This is an optimization exercise on Yosys and OpenROAD, whose aim is small area, a short achievable clock period and few clock cycles per item, not a production implementation.
Where RTL was checked, it was by simulation tests only, not by an equivalence proof against the original.

== indigo ==
## sha_256
module sha_256(
    input wire i_clk,
    input wire i_rst,
    input wire i_enable,
    input [511:0] i_data,
    input [7:0] i_N,
    output reg [255:0] o_data,
    output reg o_done
);
Size: about 7900 cells after synthesis, ~1000 flip-flops, roughly 780 I/O pins, ~0.057 mm2 of cells after synthesis.
Settings: LEC_CHECK=0, ABC_AREA=1, CAP_MARGIN=20, CORE_MARGIN=2, CORE_UTILIZATION=40, CTS_CLUSTER_DIAMETER=90, CTS_CLUSTER_SIZE=24, PLACE_DENSITY=0.72, SLEW_MARGIN=20; clock period 10.0 ns.
standard.sh (not shown) runs the stock make flow with config.mk's settings and CLKGATE_MAP_FILE= SYNTH_SCRIPT=/design/flow/synth_recipe.tcl, a recipe that flattens the netlist after the stock synthesis.
==> flow/flow/run.sh <==
#!/bin/bash
# Own layout flow: the standard ORFS flow with a few settings changed.
#  - ports are buffered with a plain buffer instead of the delay buffer the
#    resizer picks by default
set -euo pipefail
export BUFFER_PORTS_ARGS="-buffer_cell sky130_fd_sc_hd__buf_1"
export SETUP_SLACK_MARGIN=6.5
export ADDER_MAP_FILE=
bash standard.sh > standard_flow.log 2>&1
Testbench counts of indigo, summed over its fixed seeds: cycles 32,274, blocks 489.
[inputs] nickel vs indigo
Settings: SETUP_SLACK_MARGIN: unset -> 5; PLACE_DENSITY: 0.72 -> unset.
==> flow/run.sh (new file) <==
#!/bin/bash
# synth_recipe.tcl (not shown) runs the flow's synth.tcl, then flattens the netlist and writes it again
# the make line also repeats each setting of config.mk as NAME=value (left out here)
make -C /OpenROAD-flow-scripts/flow DESIGN_CONFIG=/design/flow/config.mk WORK_HOME=/design/flow/orfs CLKGATE_MAP_FILE= SYNTH_SCRIPT=/design/flow/synth_recipe.tcl finish
removed: flow/flow/run.sh
removed: flow/standard.sh
Results
Across indigo and nickel, none had a timing, DRC or antenna violation.
Routability-driven placement congestion ratio | nickel below indigo
When the final numbers for indigo and nickel were put side by side, the total setup buffers inserted after CTS turned out to be greater in indigo.
Re filler cell count in the final layout: indigo and nickel aren't equal, and the lower value belongs to nickel.
Number of clock buffers in the layout ended up 2.8% higher on nickel than on indigo.
Total cell area at the placement stage (nickel over indigo): increase, 2.0%
Going from indigo to nickel, slack of the critical path shrinks by 1450 ps.
Of the two values seen for dominant combinational cell family by area after synthesis, adder cells was produced by nickel and simple AND/OR/NAND/NOR gates by indigo.
Summary — number of cells upsized or downsized after cts, nickel relative to indigo: lower, by 82%.
Diff nickel..indigo | number of buffers inserted for hold repair after clock tree synthesis | unchanged
Diff indigo -> nickel: highest fanout seen on the critical path increased 32; worst hold-check slack increased 5.4 ps.

Setup of job 3763:
Another version of the RTL of sha_256 (not shown whole).
For scale: about 780 I/O pins.
==> flow/config.mk <==
export PLATFORM = sky130hd
export DESIGN_NAME = sha_256
export DESIGN_NICKNAME = sha_256
export VERILOG_FILES = /design/flow/design.v
export SDC_FILE = /design/flow/constraint.sdc
export NUM_CORES = 4
export LEC_CHECK = 0
export ABC_AREA = 1
export CAP_MARGIN = 20
export CORE_MARGIN = 2
export CORE_UTILIZATION = 40
export CTS_CLUSTER_DIAMETER = 100
export CTS_CLUSTER_SIZE = 30
export SLEW_MARGIN = 20
==> flow/constraint.sdc <==
create_clock -name core_clock -period 10.0 [get_ports {i_clk}]
set_input_delay 2.0000 -clock core_clock [delete_from_list [all_inputs] [get_ports {i_clk}]]
set_output_delay 2.0000 -clock core_clock [all_outputs]
set_load 0.01 [all_outputs]
==> flow/flow/run.sh <==
#!/bin/bash
# Own layout flow: the standard ORFS flow with a few settings changed.
#  - ports are buffered with a plain buffer instead of the delay buffer the
#    resizer picks by default
set -euo pipefail
export BUFFER_PORTS_ARGS="-buffer_cell sky130_fd_sc_hd__buf_1"
export SETUP_SLACK_MARGIN=6
export ADDER_MAP_FILE=
bash standard.sh > standard_flow.log 2>&1
Job 3763 has completed all stages; timing, DRC and antenna checks passed.
Testbench counts of job 3763, summed over its fixed seeds: cycles 32,274, blocks 489.
#### Input delta (job 8943 over job 3763)
Settings: clearing ABC_AREA, which used to be 1; clearing CTS_CLUSTER_SIZE, which used to be 30; clearing CTS_CLUSTER_DIAMETER, which used to be 100.
[compare] base=job 3763 new=job 8943: pre-CTS worst setup slack has decreased; final cell count has decreased; area of placed instances has increased.
The run with more setup slack is job 3763; job 8943 has less.
| time the final worst path needs with I/O delays and setup | higher: job 8943 |
Sequential cell count: job 8943 vs job 3763 identical
Row design area: job 8943 higher / job 3763 lower
--- input diff job 8943..job 4965 ---
--- a/flow/flow/run.sh
+++ b/flow/flow/run.sh
@@ -8 +8 @@
-export ADDER_MAP_FILE=
+
[summary]
Across job 8943 and job 4965, none had a timing, DRC or antenna violation.
Number of cells after detailed placement | job 4965 below job 8943
Of job 8943 and job 4965, the run reporting the higher global-route wire length before repair was job 8943.
Top-level I/O count came out exactly the same in job 8943 and job 4965.
Overall routed net length: job 4965 better than job 8943
> inputs changed (job 4965 -> job 1606)
Settings: ABC_AREA now 1, previously not set.
--- outcome ---
- The net count of the mapped netlist reported for job 1606 is greater than that of job 4965 by 1017.
- sky130_fd_sc_hd__dfxtp_1 as the most common cell after layout, fill and taps aside was reported by job 4965, and sky130_fd_sc_hd__nand2_1 by job 1606.
- Taking job 4965 as the reference, in job 1606 maximum number of pins on one net before global-route repair lower; inverter count of the layout excluding clock inverters grew by 327.
- The lower synthesized area of job 1606 and job 4965 is in job 4965.
- Looking at fraction of the cycle the final worst path needs across job 1606 and job 4965, the one that comes out higher is job 4965.
- Compared with job 4965, in job 1606 area of all placed cells without fillers increased by 1700 um^2 relative to the old numbers; total placed cells including tap cells higher; post-detailed-route wirelength per cell lost 9.5%.
Inputs modified between job 1606 and job 3325:
--- a/flow/flow/run.sh
+++ b/flow/flow/run.sh
@@ -8 +8 @@
-
+export ADDER_MAP_FILE=
Findings:
No stage failed in job 1606, and the final checks on the layout all came back clean. Job 3325 finished all stages; the layout is clean. Compared with job 1606, job 3325 shows a higher chip width. Run comparison: job 3325 destination of the critical timing path o_done; job 1606 destination of the critical timing path u_scheduler.win[511]$_DFF_P_. Row global-route met1 utilization: job 3325 higher / job 1606 lower.

sha_256, a different RTL version from the one above (not shown whole).
For scale: about 1100 flip-flops.
Settings: LEC_CHECK=0, ABC_AREA=1, CAP_MARGIN=20, CORE_MARGIN=2, CORE_UTILIZATION=50, PLACE_DENSITY=0.65, SLEW_MARGIN=20; clock period 10.0 ns.
==> flow/flow/run.sh <==
#!/bin/bash
# Own layout flow: the standard ORFS flow with a few settings changed.
#  - ports are buffered with a plain buffer instead of the delay buffer the
#    resizer picks by default
set -euo pipefail
export BUFFER_PORTS_ARGS="-buffer_cell sky130_fd_sc_hd__buf_1"
export SETUP_SLACK_MARGIN=6.5
export ADDER_MAP_FILE=
bash standard.sh > standard_flow.log 2>&1
Edit:
--- a/flow/flow/run.sh
+++ b/flow/flow/run.sh
@@ -7,2 +7,2 @@
-export SETUP_SLACK_MARGIN=6.5
-export ADDER_MAP_FILE=
+export SETUP_SLACK_MARGIN=6
+
Settings changed: ABC_AREA 1 to not set, CORE_UTILIZATION 50 to 40, PLACE_DENSITY 0.65 to not set.
=> Sequential share of layout area rises by 1.4 points. Wire length is lower by 24%. Design area drops by 3.5%. Count of clock-buffer cells in the layout drops by 1. Synthesized cell count is lower by 42%. Worst setup slack is worse by 1.4 ns. Fmax decreases by 28%.
Edit:
--- a/flow/flow/run.sh
+++ b/flow/flow/run.sh
@@ -8 +8 @@
-
+export ADDER_MAP_FILE=
Settings changed: ABC_AREA set to 1.
- The new run finished clean
- non-clock buffer count goes down by 157
- sequential cell count is unchanged
- fmax goes up by 27%
- via count goes up by 44%
- design area goes up by about 1.9%
- routed wire length goes up by about 27%
- global-route usage goes up by 5.5 points
- area after synthesis goes up by 7.4%
- setup slack improved by 1.1 ns
Edit:
Settings changed: ABC_AREA 1 to not set.
=> The changed run produced a clean layout. Cell area rose by a few percent. Utilization rose by 3.6 points. Setup slack gets worse by 0.85 ns. Routed wire length fell by about a fifth. Sequential cell count does not change. Via count fell by about a fifth. Critical path depth rose by 11.
Edit:
--- a/flow/flow/run.sh
+++ b/flow/flow/run.sh
@@ -7 +7 @@
-export SETUP_SLACK_MARGIN=6
+export SETUP_SLACK_MARGIN=7
Settings changed: ABC_AREA set to 1.
Effect:
- The changed run completed without violations
- die area rises by 2.7%
- synthesized area increases by 2.8%
- final area increases by 19%
- via count rose by 39%
- setup slack is better by 1.3 ns
- critical path depth shrinks by 18
- clock-buffer cell count decreases by 2
No functional check of the RTL was part of any run of this note.

Setup of run 1:
RTL: one of the versions met above, not the one the previous note started from.
For scale: about 1000 flip-flops, ~0.057 mm² of cells after synthesis.
export LEC_CHECK = 0
export ABC_AREA = 1
export CAP_MARGIN = 20
export CORE_MARGIN = 2
export CORE_UTILIZATION = 40
export CTS_CLUSTER_DIAMETER = 90
export CTS_CLUSTER_SIZE = 24
export SLEW_MARGIN = 20
create_clock -name core_clock -period 10.0 [get_ports {i_clk}]
==> flow/flow/run.sh <==
#!/bin/bash
# Own layout flow: the standard ORFS flow with a few settings changed.
#  - ports are buffered with a plain buffer instead of the delay buffer the
#    resizer picks by default
set -euo pipefail
export BUFFER_PORTS_ARGS="-buffer_cell sky130_fd_sc_hd__buf_1"
export SETUP_SLACK_MARGIN=6.35
export ADDER_MAP_FILE=
bash standard.sh > standard_flow.log 2>&1
Testbench counts of run 1, summed over its fixed seeds: cycles 32,274, blocks 489.
Relative to run 1, the following input files were edited for run 2:
-- flow/flow/run.sh --
<<< run 1, line 6
export BUFFER_PORTS_ARGS="-buffer_cell sky130_fd_sc_hd__buf_1"
export SETUP_SLACK_MARGIN=6.35
export ADDER_MAP_FILE=
>>> run 2, line 6
export BUFFER_PORTS_ARGS="-buffer_cell sky130_fd_sc_hd__buf_1"
export SETUP_SLACK_MARGIN=6.2
export ADDER_MAP_FILE=
Results
Compared with run 1, run 2 shows sequential cell area share higher by 0.45 points. Between run 2 and run 1, met2 layer usage reported by global route is higher for run 1, run 2 comes in under that. After synthesis and placement, the instance count of run 2 is below that of run 1. Count of buffers added by post-CTS timing repair for setup, run 2 and run 1: higher on run 1.
### run 2 -> run 3
-- flow/flow/run.sh --
<<< run 2, line 6
export BUFFER_PORTS_ARGS="-buffer_cell sky130_fd_sc_hd__buf_1"
export SETUP_SLACK_MARGIN=6.2
export ADDER_MAP_FILE=
>>> run 3, line 6
export BUFFER_PORTS_ARGS="-buffer_cell sky130_fd_sc_hd__buf_1"
export SETUP_SLACK_MARGIN=6.5
export ADDER_MAP_FILE=
Notes after the runs:
- Run 3 reports its critical-path cell with the highest stage delay as sky130_fd_sc_hd__edfxtp_1 while run 2 reports sky130_fd_sc_hd__nor3_1.
- [compare] base=run 2 new=run 3: overall fraction of global-route tracks in use now sits higher.

## afterwards: timing with drivers on the ports
In the flow no input, the clock included, has a driving cell. The finished layouts below were timed again as built, in two steps. Step 1 (the two cells are an assumption about what drives the block):
set clk [get_ports {i_clk}]
set_driving_cell -lib_cell sky130_fd_sc_hd__clkbuf_16 $clk
set_driving_cell -lib_cell sky130_fd_sc_hd__buf_2 [delete_from_list [all_inputs] $clk]
Step 2 moves the port delays by t, midway between the first and last clock arrival at a register: inputs arrive t later, outputs are due t later. That takes back most of the time a late clock gives input paths. Three values: ideal ports, drivers, drivers and shift; two values: the first two.
| run | t, ns | slack for setup (ns) | clock arrival spread, ns |
|---|---|---|---|
| indigo | 0.796 | 6.472 / 6.386 / 6.004 | 0.045 / 0.045 |
| nickel | 0.780 | 5.025 / 5.025 / 5.025 | 0.040 / 0.039 |
| job 3763 | 0.794 | 6.031 / 5.941 / 5.655 | 0.060 / 0.060 |
| job 8943 | 0.813 | 5.626 / 5.626 / 5.626 | 0.055 / 0.054 |
| job 4965 | 0.788 | 5.116 / 5.116 / 5.116 | 0.069 / 0.069 |
| job 1606 | 0.820 | 5.731 / 5.731 / 5.731 | 0.034 / 0.034 |
| job 3325 | 0.847 | 6.069 / 5.981 / 5.588 | 0.051 / 0.051 |
| the first run of note 3 | 0.814 | 6.318 / 6.318 / 5.992 | 0.050 / 0.050 |
| the second run of note 3 | 0.795 | 4.921 / 4.921 / 4.921 | 0.044 / 0.045 |
| the third run of note 3 | 0.823 | 6.000 / 6.000 / 5.891 | 0.047 / 0.046 |
| the fourth run of note 3 | 0.818 | 5.148 / 5.148 / 5.148 | 0.073 / 0.073 |
| the fifth run of note 3 | 0.838 | 6.482 / 6.390 / 6.143 | 0.059 / 0.059 |
| run 1 | 0.810 | 6.357 / 6.357 / 5.722 | 0.057 / 0.057 |
| run 2 | 0.809 | 6.318 / 6.298 / 5.700 | 0.060 / 0.059 |
| run 3 | 0.815 | 6.501 / 6.413 / 5.998 | 0.065 / 0.065 |
After both steps every run listed still meets setup and hold. For run 1, which loses most, drivers alone change the setup slack by 0.000 ns; drivers and shift together by -0.635 ns.
